Source: an optimization exercise on an open RTL-to-GDS flow (aim: small area). Production flows keep margins and buffers that such runs may drop.
At most, simulation tests tie the RTL to the original design; equivalence was not proved.
For run 2, only the layout was checked, not whether the RTL still works.
No activity file was given, so power comes from the tool's default toggle rates.

==> flow/flow/run.sh <==
#!/bin/bash
export BUFFER_PORTS_ARGS="-buffer_cell sky130_fd_sc_hd__buf_1"
export CTS_ARGS="-sink_clustering_enable -repair_clock_nets -sink_clustering_size 10 -sink_clustering_max_diameter 40 -buf_list sky130_fd_sc_hd__clkbuf_4 -dont_use_dummy_load"
bash standard.sh > standard.log 2>&1
==> flow/standard.sh <==
#!/bin/bash
# synth_recipe.tcl (not shown) runs the flow's synth.tcl, then flattens the netlist and writes it again
# the make line also repeats each setting of config.mk as NAME=value (left out here)
make -C /OpenROAD-flow-scripts/flow DESIGN_CONFIG=/design/flow/config.mk WORK_HOME=/design/flow/orfs CLKGATE_MAP_FILE= SYNTH_SCRIPT=/design/flow/synth_recipe.tcl "${@:-finish}"
==> flow/config.mk <==
export PLATFORM = sky130hd
export DESIGN_NAME = Processor
export DESIGN_NICKNAME = Processor
export VERILOG_FILES = /design/flow/design.v
export SDC_FILE = /design/flow/constraint.sdc
export NUM_CORES = 4
export LEC_CHECK = 0
export CAP_MARGIN = 20
export CORE_MARGIN = 2
export CORE_UTILIZATION = 65
export SLEW_MARGIN = 20
==> flow/constraint.sdc <==
create_clock -name core_clock -period 5.0 [get_ports {Clk}]
set_input_delay 1.0000 -clock core_clock [delete_from_list [all_inputs] [get_ports {Clk}]]
set_output_delay 1.0000 -clock core_clock [all_outputs]
set_load 0.01 [all_outputs]
==> flow/design.v <==
module sync_debounce #(
	parameter int COUNTER_WIDTH = 15
) (
	input  logic Clk, 
	input  logic d, 
	output logic q
);
	localparam logic [15:0] SEED = 16'h7a64;
	localparam logic [15:0] TERM = 16'ha8aa;
	localparam logic [15:0] MASK = 16'hedfa;
	localparam logic [15:0] POL  = 16'h5555;
	logic ff1, ff2;
	logic [15:0] m;         
	logic [15:0] l, l_next;
	logic stable, term;
	assign l      = m ^ POL;
	assign stable = ~(ff1 ^ ff2);
	assign l_next = stable ? {l[14:0], l[15] ^ l[6]} : SEED;
	assign term   = stable & ((l & MASK) == (TERM & MASK));
	always_ff @(posedge Clk) begin
		ff1 <= d;
		ff2 <= ff1;
		m   <= l_next ^ POL;
		if (term)
			q <= ff2;
	end
endmodule
module reg_4 (
	input  logic 		  Clk, 
	input  logic 		  Sel_Load, 
	input  logic 		  Sel_Shift,
	input  logic 		  Sel_Hold,
	input  logic 		  Shift_In, 
	input  logic [7:0]    D,
	output logic 		  Shift_Out,
	output logic [7:0] 	  Data_Out
);
	always_ff @(posedge Clk)
		Data_Out <= ({8{Sel_Load}}  & D)
		          | ({8{Sel_Shift}} & {Shift_In, Data_Out[7:1]})
		          | ({8{Sel_Hold}}  & Data_Out);
	assign Shift_Out = Data_Out[0];
endmodule
module register_unit (
	input  logic        Clk, 
	input  logic        Reset,
	input  logic        A_In,
	input  logic        B_In,
	input  logic        Ld_A,
	input  logic        Ld_B, 
	input  logic        Shift_En,
	input  logic [7:0]  D, 
	output logic        A_out, 
	output logic        B_out, 
	output logic [7:0]  A,
	output logic [7:0]  B
);
	logic sel_shift;
	assign sel_shift = Shift_En & ~Reset;
	reg_4 reg_A (
		.Clk            (Clk), 
		.Sel_Load       (Ld_A & ~Reset),
		.Sel_Shift      (sel_shift),
		.Sel_Hold       (~Ld_A & ~Shift_En & ~Reset),
		.Shift_In       (A_In), 
		.D              (D),
		.Shift_Out      (A_out),
		.Data_Out       (A)
	);
	reg_4 reg_B (
		.Clk            (Clk), 
		.Sel_Load       (Ld_B & ~Reset),
		.Sel_Shift      (sel_shift),
		.Sel_Hold       (~Ld_B & ~Shift_En & ~Reset),
		.Shift_In       (B_In), 
		.D              (D),
		.Shift_Out      (B_out),
		.Data_Out       (B)
	);
endmodule
module compute (
	input  logic [2:0]  F, 
	input  logic 		A_In, 
	input  logic 		B_In,
	output logic 		A_Out, 
	output logic 		B_Out, 
	output logic 		F_A_B
);
	always_comb
	begin
		case (F)  
			3'b000	: F_A_B = A_In & B_In ;
			3'b001	: F_A_B = A_In | B_In ;
			3'b010	: F_A_B = A_In ^ B_In ;
			3'b011	: F_A_B = 1'b1 ;
			3'b100	: F_A_B = ~(A_In & B_In);
			3'b101	: F_A_B = ~(A_In | B_In);
			3'b110	: F_A_B = ~(A_In ^ B_In);
			3'b111	: F_A_B = 1'b0 ;
		endcase
	end
	assign A_Out = A_In;
	assign B_Out = B_In;
endmodule
module router (
	input  logic [1:0]  R,
	input  logic 		A_In, 
	input  logic 		B_In, 
	input  logic 		F_A_B,
	output logic 		A_Out, 
	output logic 		B_Out
	);
	always_comb
	begin
		case (R)
			2'b00	: A_Out = A_In;
			2'b01	: A_Out = A_In;
			2'b10	: A_Out = F_A_B;
			2'b11	: A_Out = B_In;
		endcase
	end
	always_comb
	begin
		case (R)
			2'b00	: B_Out = B_In;
			2'b01	: B_Out = F_A_B;
			2'b10	: B_Out = B_In;
			2'b11	: B_Out = A_In;
		endcase
	end
endmodule
module control (
	input  logic Clk, 
	input  logic Reset,
	input  logic LoadA,
	input  logic LoadB,
	input  logic Execute,
	output logic Shift_En, 
	output logic Ld_A,
	output logic Ld_B
);
	logic       busy;
	logic [2:0] c;
	logic       start;
	assign start    = ~busy & c[0];
	assign Shift_En = busy;
	assign Ld_A     = start & LoadA;
	assign Ld_B     = start & LoadB;
	always_ff @(posedge Clk) begin
		if (Reset) begin
			busy <= 1'b0;
			c    <= 3'b111;
		end else if (busy) begin
			busy <= ~&c;
			c    <= c + 3'd1;
		end else begin
			busy <= start & Execute;
			c    <= {3{~Execute}};
		end
	end
endmodule
module HexDriver (
    input   logic           clk,
    input   logic           reset,
    input   logic   [15:0]  in,     
    output  logic   [7:0]   hex_seg,
    output  logic   [3:0]   hex_grid
);
    localparam logic [14:0] POL = 15'h2aaa;
    logic [14:0] m;          
    logic [14:0] p;
    logic [1:0]  digit;
    logic        low_zero, wrap;
    logic [3:0]  nibble;
    logic [7:0]  hex;
    assign p        = m ^ POL;
    assign low_zero = (p[13:0] == 14'd0);
    assign wrap     = low_zero & ~p[14];
    always_ff @(posedge clk) begin
        if (reset) begin
            m     <= 15'd1 ^ POL;
            digit <= 2'd0;
        end else begin
            m     <= {p[13:0], p[14] ^ p[13] ^ low_zero} ^ POL;
            digit <= digit + {1'b0, wrap};
        end
    end
    logic [3:0]  sel;        
    assign sel    = 4'b0001 << digit;
    assign nibble = ({4{sel[0]}} & in[15:12]) | ({4{sel[1]}} & in[11:8])
                  | ({4{sel[2]}} & in[7:4])   | ({4{sel[3]}} & in[3:0]);
    nibble_to_hex nibble_to_hex_ (
        .nibble(nibble),
        .hex(hex)
    );
    always_comb begin
        if (reset) begin
            hex_grid = '1;
            hex_seg  = '1;
        end else begin
            hex_seg  = ~hex;
            hex_grid = ~sel;
        end
    end
endmodule
module nibble_to_hex(
    input   logic   [3:0]   nibble,
    output  logic   [7:0]   hex
);
    always_comb begin
    case(nibble)
        4'b0000 : hex = 8'b00111111;  
        4'b0001 : hex = 8'b00000110;  
        4'b0010 : hex = 8'b01011011;  
        4'b0011 : hex = 8'b01001111;  
        4'b0100 : hex = 8'b01100110;  
        4'b0101 : hex = 8'b01101101;  
        4'b0110 : hex = 8'b01111101;  
        4'b0111 : hex = 8'b00000111;  
        4'b1000 : hex = 8'b01111111;  
        4'b1001 : hex = 8'b01101111;  
        4'b1010 : hex = 8'b01110111;  
        4'b1011 : hex = 8'b01111100;  
        4'b1100 : hex = 8'b00111001;  
        4'b1101 : hex = 8'b01011110;  
        4'b1110 : hex = 8'b01111001;  
        4'b1111 : hex = 8'b01110001;  
    endcase
    end
endmodule
module Processor (
	input  logic        Clk,      
	input  logic        Reset,    
	input  logic        LoadA,    
	input  logic        LoadB,    
	input  logic        Execute,  
	input  logic [7:0]  Din,       
	input  logic [2:0]  F,        
	input  logic [1:0]  R,        
	output logic [3:0]  LED,      
	output logic [7:0]  Aval,     
	output logic [7:0]  Bval,     
	output logic [7:0]  hex_seg,  
	output logic [3:0]  hex_grid  
); 
	logic Reset_SH;
	logic LoadA_SH;
	logic LoadB_SH;
	logic Execute_SH;
	logic [2:0] F_S;
	logic [1:0] R_S;
	logic       Ld_A;
	logic       Ld_B;
	logic       newA;
	logic       newB;
	logic       bitA;
	logic       bitB;
	logic       Shift_En;
	logic       F_A_B;
	logic       opA;
	logic       opB;
	logic [7:0] A; 
	logic [7:0] B; 
	logic [7:0] Din_S;
	assign Aval = A;
	assign Bval = B;
	assign LED  = {Execute_SH, LoadA_SH, LoadB_SH, Reset_SH};  
	register_unit reg_unit (
		.Clk        (Clk),
		.Reset      (Reset_SH),
		.Ld_A       (Ld_A),
		.Ld_B       (Ld_B),
		.Shift_En   (Shift_En),
		.D          (Din_S),
		.A_In       (newA),
		.B_In       (newB),
		.A_out      (opA),
		.B_out      (opB),
		.A          (A),
		.B          (B) 
	);
	compute compute_unit (
		.F       (F_S),
		.A_In    (opA),
		.B_In    (opB),
		.A_Out   (bitA),
		.B_Out   (bitB),
		.F_A_B   (F_A_B) 
	);
	router router (
		.R       (R_S),
		.A_In    (bitA),
		.B_In    (bitB),
		.F_A_B   (F_A_B),
		.A_Out   (newA),
		.B_Out   (newB)
	);
	control control_unit (
		.Clk        (Clk),
		.Reset      (Reset_SH),
		.LoadA      (LoadA_SH),
		.LoadB      (LoadB_SH),
		.Execute    (Execute_SH),
		.Shift_En   (Shift_En),
		.Ld_A       (Ld_A),
		.Ld_B       (Ld_B) 
	);
	HexDriver HexA (
		.clk        (Clk),
		.reset      (Reset_SH),
		.in         ({B[7:4], B[3:0], A[7:4], A[3:0]}),
		.hex_seg    (hex_seg),
		.hex_grid   (hex_grid)
	);
	sync_debounce button_sync [3:0] (
		.Clk  (Clk),
		.d    ({Reset, LoadA, LoadB, Execute}),
		.q    ({Reset_SH, LoadA_SH, LoadB_SH, Execute_SH})
	);
	sync_debounce Din_sync [7:0] (
		.Clk  (Clk), 
		.d    (Din), 
		.q    (Din_S)
	);
	sync_debounce F_sync [2:0] (
		.Clk  (Clk), 
		.d    (F), 
		.q    (F_S)
	);
	sync_debounce R_sync [1:0] (
		.Clk  (Clk), 
		.d    (R), 
		.q    (R_S)
	);
endmodule
==> run notes, run 1 <==
clk slew on worst S/H paths=about 0.10 ns; Initial Utilization=between 60% and 70%; sw frac=~23%; WP data arrival=between 2 and 3 ns; critical path, cell by cell=mux4_1 -> inv_1 -> ha_1 -> nor2b_1 -> a2111oi_4 -> a41oi_1 -> buf_1; initial antenna violation count=1; Leak=roughly 4.5 nW; DRT Pass-1 Iters=8; final setup vio count=0; Clock Power Share=25.4%; CP max-delay cell=mux4_1; area grow syn2layout=6.408%; crit-path max cell delay=0.71 ns; CTS Hold Bufs=0; syn avg cell area=11.47 µm²; CTS H-Tree Depth=2; number of enable flip-flop cells after synthesis=17; Synth cell types=a little over 40; synth warn=7; Reg power frac=approximately 70%; critical path fanouts, max=9; GRT overflow=0; gr usage total=roughly a fifth; Placement Rows=between 40 and 50; Max Clock Skew=approximately 0.047 ns; CORE AREA=~16000 µm²; Worst Path Required=around 4.0 ns; count of state elements after synthesis=360; Synth Area in Simple Gates=approximately 16%; ys flop type=dfxtp_1; post-layout util=70.09%; family with the most delay on the worst path=multiplexers; Tightest Pin Transition=around 1.0 ns; Non-Filler Instances=roughly 1200; synthesized instance count=around 900; Post-CTS Resized=0; Compound-Gate Fraction of Synth Area=around 3.0%; fmax=roughly 250 MHz; P_int=between 0.003 and 0.004 W; final hold violation count=0; Final HPWL DP=11600 µm; port bufs=48; Syn Nets=about 930; die area=16950 µm²; post-route ant nets=0; CTS tree=yes; vias=roughly 6300; Final Slew Violations=0; WL per Instance=about 14 µm; Async SR Flop Fraction=0%; Synth Area in Adders=between 1 and 1.5%; dpl cells=about 1100; Die Span X=~130 µm; via/cell ratio=between 5 and 6; # IOs=50; layout cells sized above 1=under 10%; vias in the first global route=6122; Bufs and invs on worst path=2; maximum vdd ir drop=about 370 µV; maximum clock path buffer count=3; critical path type=flip-flop to output pin; Clock Sinks=360; first-pass GRT wire length=roughly 27000 µm; root cell of the clock tree=clkbuf_4; RSZ-0062 raised after global routing=false; worst hold path class=flip-flop to flip-flop; synthesized cell area=10350 µm²; Comb pwr share=under 10%; multiplexer share of the synthesized area=approximately 1.7%; number of max-cap violations=0; endpoint type of the worst setup path=output pin; WL final=around 17000 µm; CTS buffer count=43; status=timing/DRC/antenna clean; main combinational cell family by area after synthesis=simple AND/OR/NAND/NOR gates; Slew HR=~30%; DR iter-0 viols=316; Worst-Skew Late Latency=between 0.6 and 0.7 ns; final RePlAce weighted congestion=roughly 0.88; final setup TNS=0 ns; Tcrit/Tclk final=79.90%; post-synthesis sequential area ratio=71.28%; xor/xnor share of the synthesized area=under 10%; sw power=about 0.0011 W; Final nets=between 1000 and 1500; Pwr Total=0.004754 W; Die Ht=between 100 and 150 µm; crit start category=flip-flop; Period minus WS final=between 3 and 4 ns; Post-CTS Setup Inserts=0; DRC=0; largest net degree at the start of global routing=22; PwrDens=approximately 430 nW/µm²
## power by group through the flow
stage,logic [W],clock network (W),registers [W]
6_report,0.000233,0.00121,0.00331
5_1_grt,0.000273,0.00136,0.00335
3_3_place_gp,0.000223,0,0.00337
3_5_place_dp,0.000239,0,0.00338
2_1_floorplan,0.000187,0,0.00334
4_1_cts,0.000238,0.00126,0.00332
## stage by stage
step                      hold WS (ns)  setup slack [ns]  instance area, µm²
after floorplan                 0.3434             2.027               10350
after global placement          0.3468             1.745               10690
final                           0.3674             1.005               11010
after global routing            0.3731            0.7773               11010
after detailed placement        0.3481             1.656               10690
after CTS                       0.3642            0.9497               11010
## layout by cell type, fill, tap and decap left out, types with 16 or more instances in the layout
cell,netlist,final
nand2_1,157,157
inv_1,18,18
clkbuf_4,0,43
nand3_1,20,20
dfxtp_1,343,343
xnor2_1,36,36
edfxtp_1,17,17
xor2_1,18,18
nand4_1,37,37
nor4_1,19,19
buf_1,0,48
a222oi_1,16,16
nor2_1,149,149
## area by class of cell
| class | count | area, µm² |
|---|---|---|
| clock buffer | 43 | 322.8 |
| inverter | 19 | 71.32 |
| tap | 216 | 270.3 |
| sequential | 360 | 7377 |
| fill | 1203 | 4700 |
| timing repair buffer | 48 | 180.2 |
| multi-input combinational | 506 | 2789 |
| antenna | 1 | 2.502 |
## per-layer routing
metal / vias to the layer above / routed length [µm] / GRT usage, %
li1: 3150 / - / -
met1: 2987 / 7540 / 25.31
met2: 132 / 7749 / 33.38
met3: 42 / 833 / 4.551
met4: 0 / 483 / 9.488
met5: - / 0 / 0
## final timing paths
path                            slack, ns  cells after the start             start                         end
worst max-delay path                 1.01                      7     HexA.digit[0]                  hex_seg[3]
worst min-delay path                 0.37                      1  Din_sync[5].m[9]           Din_sync[5].m[10]
worst max register to register       2.84                      3  button_sync[3].q  reg_unit.reg_B.Data_Out[7]
worst min register to register       0.37                      1  Din_sync[5].m[9]           Din_sync[5].m[10]
## registers in the layout (all words and copies together), names as in the netlist
name and flops:
button_sync.ff1 4, reg_unit.reg_B.Data_Out 8, R_sync.ff1 2, F_sync.ff1 3, HexA.digit 2, Din_sync.m 128, Din_sync.q 8, R_sync.m 32
F_sync.m 48, F_sync.ff2 3, button_sync.m 64, HexA.m 15, button_sync.q 4, reg_unit.reg_A.Data_Out 8, control_unit.c 3, F_sync.q 3
R_sync.ff2 2, Din_sync.ff1 8, button_sync.ff2 4, Din_sync.ff2 8, control_unit.busy 1, R_sync.q 2
## cell usage after synthesis (11+ instances only)
master / count / area, µm²
nand2_1: 157 / 589.3
xnor2_1: 36 / 315.3
xor2_1: 18 / 157.7
nand3_1: 20 / 100.1
dfxtp_1: 343 / 6867
a222oi_1: 16 / 160.2
edfxtp_1: 17 / 510.5
nor4_1: 19 / 118.9
ha_1: 11 / 137.6
nand4_1: 37 / 231.5
inv_1: 18 / 67.56
nor2_1: 149 / 559.3
## cell families after synthesis
| kind of cell | after synthesis |
|---|---|
| AND/OR/NAND/NOR | 395 |
| flip-flops | 360 |
| XOR/XNOR | 54 |
| buffers and inverters | 36 |
| AO/OA/AOI/OAI | 34 |
| adder cells (fa/ha/maj) | 11 |
| multiplexers | 11 |
| other | 1 |
==> run 2, diff against run 1 <==
--- a/flow/design.v
+++ b/flow/design.v
@@ -189,4 +189,9 @@
     assign sel    = 4'b0001 << digit;
-    assign nibble = ({4{sel[0]}} & in[15:12]) | ({4{sel[1]}} & in[11:8])
-                  | ({4{sel[2]}} & in[7:4])   | ({4{sel[3]}} & in[3:0]);
+    always_comb
+        case (digit)
+        2'b00: nibble = in[15:12];
+        2'b01: nibble = in[11:8];
+        2'b10: nibble = in[7:4];
+        2'b11: nibble = in[3:0];
+        endcase
     nibble_to_hex nibble_to_hex_ (
==> flow/flow/run.sh (replaced) <==
#!/bin/bash
# The standard layout with three changes:
#  - synthesis is the standard synthesis script, except that ABC maps the
#    logic with flow/abc_map.script (area-relaxed mapping, no gate sizing or
#    buffering; the resizer later fixes what timing and slew need);
#  - ports are buffered with the smallest buffer;
#  - CTS builds the tree from clkbuf_4 in small clusters, without dummy loads.
# Each tool's full output stays in this folder: standard.log and the ORFS logs
# under orfs/logs.
set -euo pipefail
W=$PWD
sed "s#^\([[:space:]]*\)log_cmd abc {\*}\$abc_args#\1log_cmd abc -script $W/flow/abc_map.script {*}[lrange \$abc_args 2 end]#" \
  "$FLOW_HOME/scripts/synth.tcl" > synth_core.tcl
grep -q "abc_map.script" synth_core.tcl
sed "s#\$::env(SCRIPTS_DIR)/synth.tcl#$W/synth_core.tcl#" synth_recipe.tcl > my_synth.tcl
grep -q "synth_core.tcl" my_synth.tcl
sed "s#SYNTH_SCRIPT=[^ ]*#SYNTH_SCRIPT=$W/my_synth.tcl#" standard.sh > my_standard.sh
grep -q "my_synth.tcl" my_standard.sh
export BUFFER_PORTS_ARGS="-buffer_cell sky130_fd_sc_hd__buf_1"
export CTS_ARGS="-sink_clustering_enable -repair_clock_nets -sink_clustering_size 10 -sink_clustering_max_diameter 40 -buf_list sky130_fd_sc_hd__clkbuf_4 -dont_use_dummy_load"
bash my_standard.sh > standard.log 2>&1
==> flow/flow/abc_map.script (new file) <==
&get -n
&st
&dch
&nf -R 1000 -p
&st
&syn2
&if -g -K 6
&synch2
&nf -R 1000 -p
&st
&syn2
&if -g -K 6
&synch2
&nf -R 1000 -p
&st
&syn2
&if -g -K 6
&synch2
&nf -R 1000 -p
&st
&syn2
&if -g -K 6
&synch2
&nf -R 1000 -p
&st
&syn2
&if -g -K 6
&synch2
&nf -R 1000 -p
&put
topo
stime -c
==> run 2 against run 1 <==
Still clean. Via count shrank 2.3%. Clock skew fell by 0.0029 ns. Clock-buffer cell count down 1. Setup slack got worse by 0.043 ns. Maximum frequency decreased by 1.1%. Combinational power hardly changed. First-iteration DRC count is 4.7% higher. Non-clock buffer count is the same. Highest routed layer unchanged.
==> run notes, run 2 <==
crit-path max cell delay=0.65 ns (was 0.71 ns); sw frac=22.75% (was 22.86%); number of enable flip-flop cells after synthesis=17 (unchanged); critical path fanouts, max=9 (unchanged); P_int=0.003659 W (was 0.003668 W); Comb pwr share=4.9% (about the same); Filler cells=1127 (was 1203); Slew HR=30.84% (was 29.92%); Syn Nets=926 (was 931); root cell of the clock tree=clkbuf_4 (unchanged); synthesized cell area=10290 µm² (was 10350 µm²); WL per Instance=13.72 µm (was 13.92 µm); die area=16860 µm² (was 16950 µm²); CTS H-Tree Depth=2 (unchanged); vias=6166 (was 6311); Post-CTS Setup Inserts=0 (unchanged); largest net degree at the start of global routing=37 (was 22); CORE AREA=15310 µm² (was 15710 µm²); synth warn=7 (unchanged); Final Slew Violations=0 (unchanged); crit start category=flip-flop (unchanged); Synth cell types=36 (was 41); area share of the largest cell type after synthesis=66.72% (was 66.34%); Worst Path Required=4.00 ns (about the same); Tcrit/Tclk final=80.75% (was 79.90%); number of max-cap violations=0 (unchanged); CP max-delay cell=mux4_2 (was mux4_1); DR iter-0 viols=331 (was 316); endpoint type of the worst setup path=output pin (unchanged); final hold violation count=0 (unchanged); count of state elements after synthesis=360 (unchanged); Final nets=1011 (was 1007); area grow syn2layout=6.966% (was 6.408%); via/cell ratio=5.173 (was 5.290); layout cells sized above 1=4.898% (was 5.328%); post-layout util=71.89% (was 70.09%); DRT Pass-1 Iters=5 (was 8); CTS tree=yes (unchanged); Reg power frac=69.9% (was 69.7%); synthesized instance count=897 (was 902); post-route ant nets=0 (unchanged); Final HPWL DP=11420 µm (was 11600 µm); gr usage total=20.42% (was 20.17%); Period minus WS final=4.037 ns (was 3.995 ns); initial antenna violation count=1 (unchanged); ranking of synthesized cells by area=dfxtp_1, nand2_1, nor2_1 (unchanged); CTS buffer count=42 (was 43); ys flop type=dfxtp_1 (unchanged); Placement Rows=45 (was 46); Max Clock Skew=0.04368 ns (was 0.04657 ns); Reg with most FFs=Din_sync.m (unchanged); critical path, cell by cell=mux4_2 -> ha_1 -> nor2b_1 -> a2111oi_0 -> a31oi_1 -> buf_1 (was mux4_1 -> inv_1 -> ha_1 -> nor2b_1 -> a2111oi_4 -> a41oi_1 -> buf_1); R2R depth=3 (unchanged); first-pass GRT wire length=27920 µm (was 27380 µm); # IOs=50 (unchanged); final RePlAce weighted congestion=0.7976 (was 0.8759); Leak=4.377 nW (was 4.455 nW); PwrDens=430.2 nW/µm² (was 431.7 nW/µm²); area leader, netlist=dfxtp_1 (unchanged); Largest register FFs=128 (unchanged); WP data arrival=3.04 ns (was 2.99 ns); Die Span X=129.8 µm (was 130.2 µm); syn avg cell area=11.47 µm² (about the same); fmax=247.7 MHz (was 250.3 MHz); critical path type=flip-flop to output pin (unchanged); Initial Utilization=67.21% (was 65.87%); post-synthesis sequential area ratio=71.68% (was 71.28%); maximum clock path buffer count=3 (unchanged); synth cell count leaders=dfxtp_1, nand2_1, nor2_1 (unchanged); RSZ-0062 raised after global routing=false (unchanged); DRC=0 (unchanged); GRT overflow=0 (unchanged); final setup TNS=0 ns (unchanged); Top Registers=Din_sync.m x128, button_sync.m x64, F_sync.m x48 (unchanged); Worst-Skew Late Latency=0.63 ns (was 0.64 ns); final setup vio count=0 (unchanged); count leader, synth=dfxtp_1 (unchanged); WL final=16360 µm (was 16610 µm); most common cell after layout, fill and taps aside=dfxtp_1 (unchanged); port bufs=48 (unchanged); CTS Hold Bufs=0 (unchanged); vias in the first global route=6180 (was 6122); status=timing/DRC/antenna clean (unchanged); worst hold path class=flip-flop to flip-flop (unchanged); Tightest Pin Transition=1.031 ns (was 1.045 ns); sw power=0.001078 W (was 0.001087 W); Async SR Flop Fraction=0% (unchanged); Clock Power Share=25.1% (was 25.4%); maximum vdd ir drop=291.5 µV (was 365.5 µV); WHS Path Cells=1 (unchanged); clk slew on worst S/H paths=0.10 ns (about the same); Post-CTS Resized=0 (unchanged); commonest cells after routing, fill and taps aside=dfxtp_1, nor2_1, nand2_1 (was dfxtp_1, nand2_1, nor2_1); Clock Sinks=360 (unchanged); Die Ht=129.8 µm (was 130.2 µm)
==> run 2: changes by cell type after synthesis, moves of 3 or more <==
cell / change
o311ai_0: -3
buf_6: -3
o21ai_0: +3
clkinv_1: +18
mux2_2: -5
clkbuf_1: -5
nand2b_1: +6
inv_1: -18
mux2_1: +4
nand2_1: -6
==> run 2: worst max-delay path: cells and delay by family, from the launching register on <==
kind	cells	cell delay, ns
AOI/OAI and AO/OA	2	0.61
adders and majority gates	1	0.27
DFF	1	0.58
muxes	1	0.65
buffers and inverters	1	0.16
and+or+nand+nor	1	0.15
==> run 2: per-stage QoR <==
stage | area, µm² | power [W] | setup WS (ns) | cells | hold WS [ns]
after floorplan | 10290 | 0.003524 | 2.031 | 897 | 0.3434
after global placement | 10680 | 0.003591 | 1.875 | 1149 | 0.3440
after detailed placement | 10680 | 0.003616 | 1.605 | 1149 | 0.3484
after CTS | 11000 | 0.004796 | 0.9198 | 1191 | 0.3698
after global routing | 11010 | 0.004975 | 0.5330 | 1192 | 0.3804
final | 11010 | 0.004737 | 0.9626 | 1192 | 0.3637
==> run 2: area by class of cell <==
| cell class | count | area [µm²] | share of cell area [%] |
|---|---|---|---|
| flip-flops and latches | 360 | 7377 | 67.01 |
| diodes | 1 | 2.502 | 0.02273 |
| inverters | 19 | 71.32 | 0.6478 |
| repair buffers | 48 | 180.2 | 1.637 |
| multi-input cells | 511 | 2799 | 25.42 |
| well taps | 211 | 264.0 | 2.398 |
| clock buffers | 42 | 315.3 | 2.864 |
==> run 2: power by group through the flow <==
stage | clock [W] | combinational [W] | sequential, W
final | 0.00119 | 0.000234 | 0.00331
after global routing | 0.00135 | 0.000274 | 0.00335
after CTS | 0.00124 | 0.000239 | 0.00332
after detailed placement | 0 | 0.000239 | 0.00338
after global placement | 0 | 0.000222 | 0.00337
after floorplan | 0 | 0.000187 | 0.00334
==> run 2: final timing paths <==
path	from	to	slack (ns)
setup / recovery	HexA.digit[1]	hex_seg[3]	0.96
hold / removal	Din_sync[2].m[12]	Din_sync[2].m[13]	0.36
setup reg to reg	button_sync[3].q	reg_unit.reg_B.Data_Out[7]	2.86
hold reg to reg	Din_sync[2].m[12]	Din_sync[2].m[13]	0.36
==> run 2: kinds of logic after synthesis <==
family,Yosys count,share of synthesized area (%)
fa+ha+maj,11,1.337
compound gates,34,2.735
other cells,1,0.03643
simple gates,399,16.72
buf+inv,26,1.204
flops,360,71.68
mux,12,1.702
xor+xnor,54,4.595
==> run 2: metal layers <==
metal	vias up	share of wire [%]	track usage (%)
met2	104	46	33.32
met1	2897	48	26.71
met4	0	1.5	7.590
met3	21	4.3	5.002
met5	-	0	0
li1	3144	-	-

==> static timing again, ports no longer ideal <==
No port has a modelled driver above. Below, the same layouts with a new extraction and two added sets of constraints. Step 1 sets driving cells, clkbuf_16 on the clock port and buf_2 on the other inputs (assumed; they add their load-dependent delay and slew). Step 2 times the ports against the registers' clock, not the clock port: input delays grow and output delays shrink by t, the midpoint of the rising clock arrivals with the driver on. Slacks: ideal / step 1 / step 2; pairs: ideal / step 1.
run | t, ns | setup WS [ns] | worst hold slack (ns)
run 1 | 0.664 | 1.005 / 0.966 / 1.630 | 0.367 / 0.367 / 0.367
run 2 | 0.653 | 0.963 / 0.927 / 1.580 | 0.364 / 0.364 / 0.364
After both steps every run listed still meets setup and hold.
